This design comes from an exercise in tuning for small area, a short achievable clock period and few clock cycles on the open sky130 flow, not from production work.
Where RTL was checked, it was by simulation tests only, not by an equivalence proof against the original.
Power and IR drop assume default switching activity.

## stream_comp_invoke_top_module_FSM_1
module stream_comp_invoke_top_module_FSM_1
        #(parameter width = 10)(
        input clk, rst,
        input [width - 1 : 0] data_in_fifo,
        input [width - 1 : 0] length_in_fifo,
        input [width - 1 : 0] command_in_fifo,
        input invoke,
        input [1 : 0] next_mode_in,
        output rd_data_in_fifo,
        output rd_length_in_fifo,
        output rd_command_in_fifo,
        output [width - 1 : 0] length,
        output FC,
        output wr_out_fifo1,
        output [width - 1 : 0] result_out);
For scale: ~21 flip-flops, ~60 I/O pins, ~1700 um^2 of cells after synthesis.
clock: 5.0 ns
lec_check: 0
cap_margin: 20
core_margin: 2
core_utilization: 40
setup_slack_margin: 2.5
slew_margin: 20
standard.sh (not shown) runs the stock make flow with config.mk's settings and CLKGATE_MAP_FILE= SYNTH_SCRIPT=/design/flow/synth_recipe.tcl, a recipe that flattens the netlist after the stock synthesis.
==> flow/flow/run.sh <==
#!/bin/bash
# The standard layout, with plain buf_1 cells as the port buffers (the
# resizer sizes them up where timing needs it).
set -euo pipefail
export BUFFER_PORTS_ARGS="-buffer_cell sky130_fd_sc_hd__buf_1"
bash standard.sh > standard_flow.log 2>&1
==> next run, changes <==
==> flow/run.sh (new file) <==
#!/bin/bash
# synth_recipe.tcl (not shown) runs the flow's synth.tcl, then flattens the netlist and writes it again
# the make line also repeats each setting of config.mk as NAME=value (left out here)
make -C /OpenROAD-flow-scripts/flow DESIGN_CONFIG=/design/flow/config.mk WORK_HOME=/design/flow/orfs CLKGATE_MAP_FILE= SYNTH_SCRIPT=/design/flow/synth_recipe.tcl finish
removed: flow/flow/run.sh
removed: flow/standard.sh
The changed run finished with timing, DRC and antenna clean.
Register-to-register slack loses 0.05 ns.
Synthesized area is unchanged.
Design area is higher by about a fifth.
Setup slack loses 0.027 ns.
==> next run, changes <==
==> flow/flow/run.sh (new file) <==
#!/bin/bash
# The standard layout, with plain buf_1 cells as the port buffers (the
# resizer sizes them up where timing needs it).
set -euo pipefail
export BUFFER_PORTS_ARGS="-buffer_cell sky130_fd_sc_hd__buf_1"
bash standard.sh > standard_flow.log 2>&1
==> flow/standard.sh (new file) <==
#!/bin/bash
# synth_recipe.tcl (not shown) runs the flow's synth.tcl, then flattens the netlist and writes it again
# the make line also repeats each setting of config.mk as NAME=value (left out here)
make -C /OpenROAD-flow-scripts/flow DESIGN_CONFIG=/design/flow/config.mk WORK_HOME=/design/flow/orfs CLKGATE_MAP_FILE= SYNTH_SCRIPT=/design/flow/synth_recipe.tcl "${@:-finish}"
- SETUP_SLACK_MARGIN: 2.5 -> 2.0
removed: flow/run.sh
What happened: The changed run completed with no timing, DRC or antenna violations. Worst setup slack gets worse by 0.0089 ns. Synthesized area is unchanged. Global-route usage fell by 3.8 points. Die area does not change. Combinational power fell by about 10%. Hold slack gets worse by 0.050 ns. Synthesized cell count does not change. Power fell by 11%. First-iteration DRC count rose by 31%. Via count fell by 7.5%. Clock skew rose by 0.0045 ns.
No run of this note included a check of the RTL's function; only the layout flow was run.

* * *

lane 1:
stream_comp_invoke_top_module_FSM_1, a different RTL version from the one above (not shown whole).
Size in the first run: about 240 cells after synthesis, ~0.0018 mm² of cells after synthesis.
// stream_comp_invoke_top_module_FSM_1
module stream_comp_invoke_top_module_FSM_1
        #(parameter width = 10)(
        input clk, rst,
        input [width - 1 : 0] data_in_fifo,
        input [width - 1 : 0] length_in_fifo,
        input [width - 1 : 0] command_in_fifo,
        input invoke,
        input [1 : 0] next_mode_in,
        output rd_data_in_fifo,
        output rd_length_in_fifo,
        output rd_command_in_fifo,
        output [width - 1 : 0] length,
        output FC,
        output wr_out_fifo1,
        output [width - 1 : 0] result_out);
export LEC_CHECK = 0
export ABC_AREA = 1
export CAP_MARGIN = 20
export CORE_MARGIN = 2
export CORE_UTILIZATION = 40
export SETUP_SLACK_MARGIN = 2.3
export SLEW_MARGIN = 20
create_clock -name core_clock -period 5.0 [get_ports {clk}]
==> flow/flow/run.sh <==
#!/bin/bash
# The standard layout, with plain buf_1 cells as the port buffers (the
# resizer sizes them up where timing needs it) and one tie cell shared by
# the constant outputs.
set -euo pipefail
export BUFFER_PORTS_ARGS="-buffer_cell sky130_fd_sc_hd__buf_1"
export SKIP_REPAIR_TIE_FANOUT=1
bash standard.sh > standard_flow.log 2>&1
Testbench counts of lane 1, summed over its fixed seeds: cycles 17,953.
[inputs] lane 2 vs lane 1
- CORE_UTILIZATION now 65, was 40
- ABC_AREA no longer set, was 1
- SETUP_SLACK_MARGIN now 2.0, was 2.3
==> flow/flow/run.sh <==
#!/bin/bash
# The standard layout with these changes:
#  - synthesis is synth_recipe.tcl with ORFS's synth.tcl, except that ABC maps
#    the combinational logic with flow/abc.script (registers are untouched:
#    they are mapped before ABC runs, so names, count and cells stay those of
#    the standard synthesis);
#  - plain buf_1 cells as the port buffers (the resizer sizes them up where
#    timing needs it);
#  - one tie cell shared by the constant outputs;
#  - no dummy clock loads in CTS, clkbuf_8 clock buffers.
set -euo pipefail
here=$(pwd)
export BUFFER_PORTS_ARGS="-buffer_cell sky130_fd_sc_hd__buf_1"
export SKIP_REPAIR_TIE_FANOUT=1
# Standard CTS arguments, without the dummy loads CTS adds for balancing,
# and with clkbuf_8 clock buffers (keeps the flip-flop clock slew low).
export CTS_ARGS="-sink_clustering_enable -repair_clock_nets -dont_use_dummy_load -buf_list sky130_fd_sc_hd__clkbuf_8"
export ABC_SCRIPT_X=$here/flow/abc.script
sed 's|^source \$::env(SCRIPTS_DIR)/synth_preamble.tcl|&\nset abc_args [lreplace $abc_args 1 1 $::env(ABC_SCRIPT_X)]\nputs "abc_args: $abc_args"|' \
    "$FLOW_HOME/scripts/synth.tcl" > "$here/synth_abc.tcl"
grep -q 'ABC_SCRIPT_X' "$here/synth_abc.tcl"
sed "s|\$::env(SCRIPTS_DIR)/synth.tcl|$here/synth_abc.tcl|" synth_recipe.tcl > "$here/synth_top.tcl"
grep -q 'synth_abc.tcl' "$here/synth_top.tcl"
sed "s|SYNTH_SCRIPT=[^ ]*|SYNTH_SCRIPT=$here/synth_top.tcl|" standard.sh > "$here/own.sh"
grep -q 'synth_top.tcl' "$here/own.sh"
bash "$here/own.sh" > standard_flow.log 2>&1
==> flow/flow/abc.script (new file) <==
strash
&get -n
&st
&dch
&nf -R 1000
&put
topo
stime -c
buffer -c
upsize -c
dnsize -c
## What came out
Diff lane 2..lane 1 | clock latency of the later-clocked register in the worst-skew pair | negligible
Cmp lane 2 vs lane 1: met2 layer usage reported by global route higher in lane 2
Cmp lane 2 vs lane 1: switching power share of the total lower in lane 2
When the final numbers for lane 2 and lane 1 were put side by side, the sequential portion of the cell area turned out to be greater in lane 2.
The total power of lane 2 was inferior to that of lane 1.
Lane 2: PASS, flow complete, no timing, DRC or antenna violations
The lower routed wire length came out of lane 1.
met1 routed wirelength after detailed routing ends up lower on lane 2.
Against lane 1, worst setup margin in lane 2 came out worse.
Dominant combinational cell family by area after synthesis: simple AND/OR/NAND/NOR gates -> lane 1, compound AO/OA/AOI/OAI gates -> lane 2
Number of buffers between clock root and the deepest sink: lane 1 vs lane 2 identical
Setup changes, lane 2 to lane 3
- ABC_AREA now 1, previously not set
- CORE_UTILIZATION now 90, was 65
==> flow/flow/run.sh <==
#!/bin/bash
# The standard layout, with plain buf_1 cells as the port buffers (the
# resizer sizes them up where timing needs it) and one tie cell shared by
# the constant outputs.
set -euo pipefail
export BUFFER_PORTS_ARGS="-buffer_cell sky130_fd_sc_hd__buf_1"
export SKIP_REPAIR_TIE_FANOUT=1
bash standard.sh > standard_flow.log 2>&1
removed: flow/flow/abc.script
Notes after the runs:
- Of lane 2 and lane 3, only lane 3 fails to finish with a clean layout.
- Status: lane 3 FAILED at global placement without I/O (tool error)
- NOTE: number of distinct standard cells referenced by the synthesized netlist in lane 3 falls short of that of lane 2
- Row post-synthesis share of cell area spent on xor and xnor gates: lane 3 lower / lane 2 higher
- The lower standard-cell row count of lane 2 and lane 3 is in lane 3.
- Higher synthesized-area fraction occupied by ao, oa, aoi and oai cells among lane 2 and lane 3: lane 2
- For the average cell area after synthesis, lane 3 came in 2.7 µm² lower than lane 2 did.
- Relative to lane 2, the post-synthesis cell count measured on lane 3 has increased by more than half.
- Initial core utilization was higher in lane 3 than in lane 2.
- Summary of lane 3 over lane 2: die span in x now smaller, area after synthesis went up, vertical die dimension fell by about 6%.
- Summary — adder-cell area share of the yosys netlist, lane 3 relative to lane 2: lower, by 2.3 points.
#### Input delta (lane 4 over lane 3)
- CORE_UTILIZATION: 90 -> 40
[summary]
Having completed the whole flow, lane 4 delivered a layout that passed the timing, DRC and antenna checks.
Per the comparison of lane 4 with lane 3, synthesized-area fraction occupied by adder cells flat, number of standard-cell rows in the floorplan up 9, mean cell area of the mapped netlist flat, post-synthesis compound-gate area fraction flat.

## what the ideal ports hide
No port has a modelled driver above. Below, the same layouts with a new extraction and two added sets of constraints. Step 1: set_driving_cell puts a clkbuf_16 on clk and a buf_2 on each other input, an assumption about the parent block. Step 2 adds t to the input delays and takes it off the output delays; t is the mean of the earliest and latest rising clock arrival at the registers after step 1. Input paths then give back, and output paths get back, about the clock's delay inside the block. Slacks: no drivers / after step 1 / after step 2; pairs: no drivers / after step 1.
| run | t (ns) | setup slack, ns | worst setup path at the end | clock arrival spread, ns |
|---|---|---|---|---|
| the first run of note 1 | 0.288 | 1.984 / 1.984 / 1.696 | input to register | 0.002 / 0.002 |
| the second run of note 1 | 0.289 | 1.957 / 1.953 / 1.664 | input to register | 0.002 / 0.003 |
| the third run of note 1 | 0.287 | 1.948 / 1.948 / 1.665 | input to register | 0.007 / 0.007 |
| lane 1 | 0.292 | 2.271 / 2.224 / 2.075 | input to register | 0.003 / 0.003 |
| lane 2 | 0.281 | 1.964 / 1.964 / 1.683 | input to register | 0.009 / 0.009 |
| lane 4 | 0.289 | 2.139 / 2.114 / 1.940 | input to register | 0.009 / 0.010 |
After both steps every run listed still meets setup and hold. For the second run of note 1, which loses most, drivers alone change the setup slack by -0.004 ns; drivers and shift together by -0.293 ns.
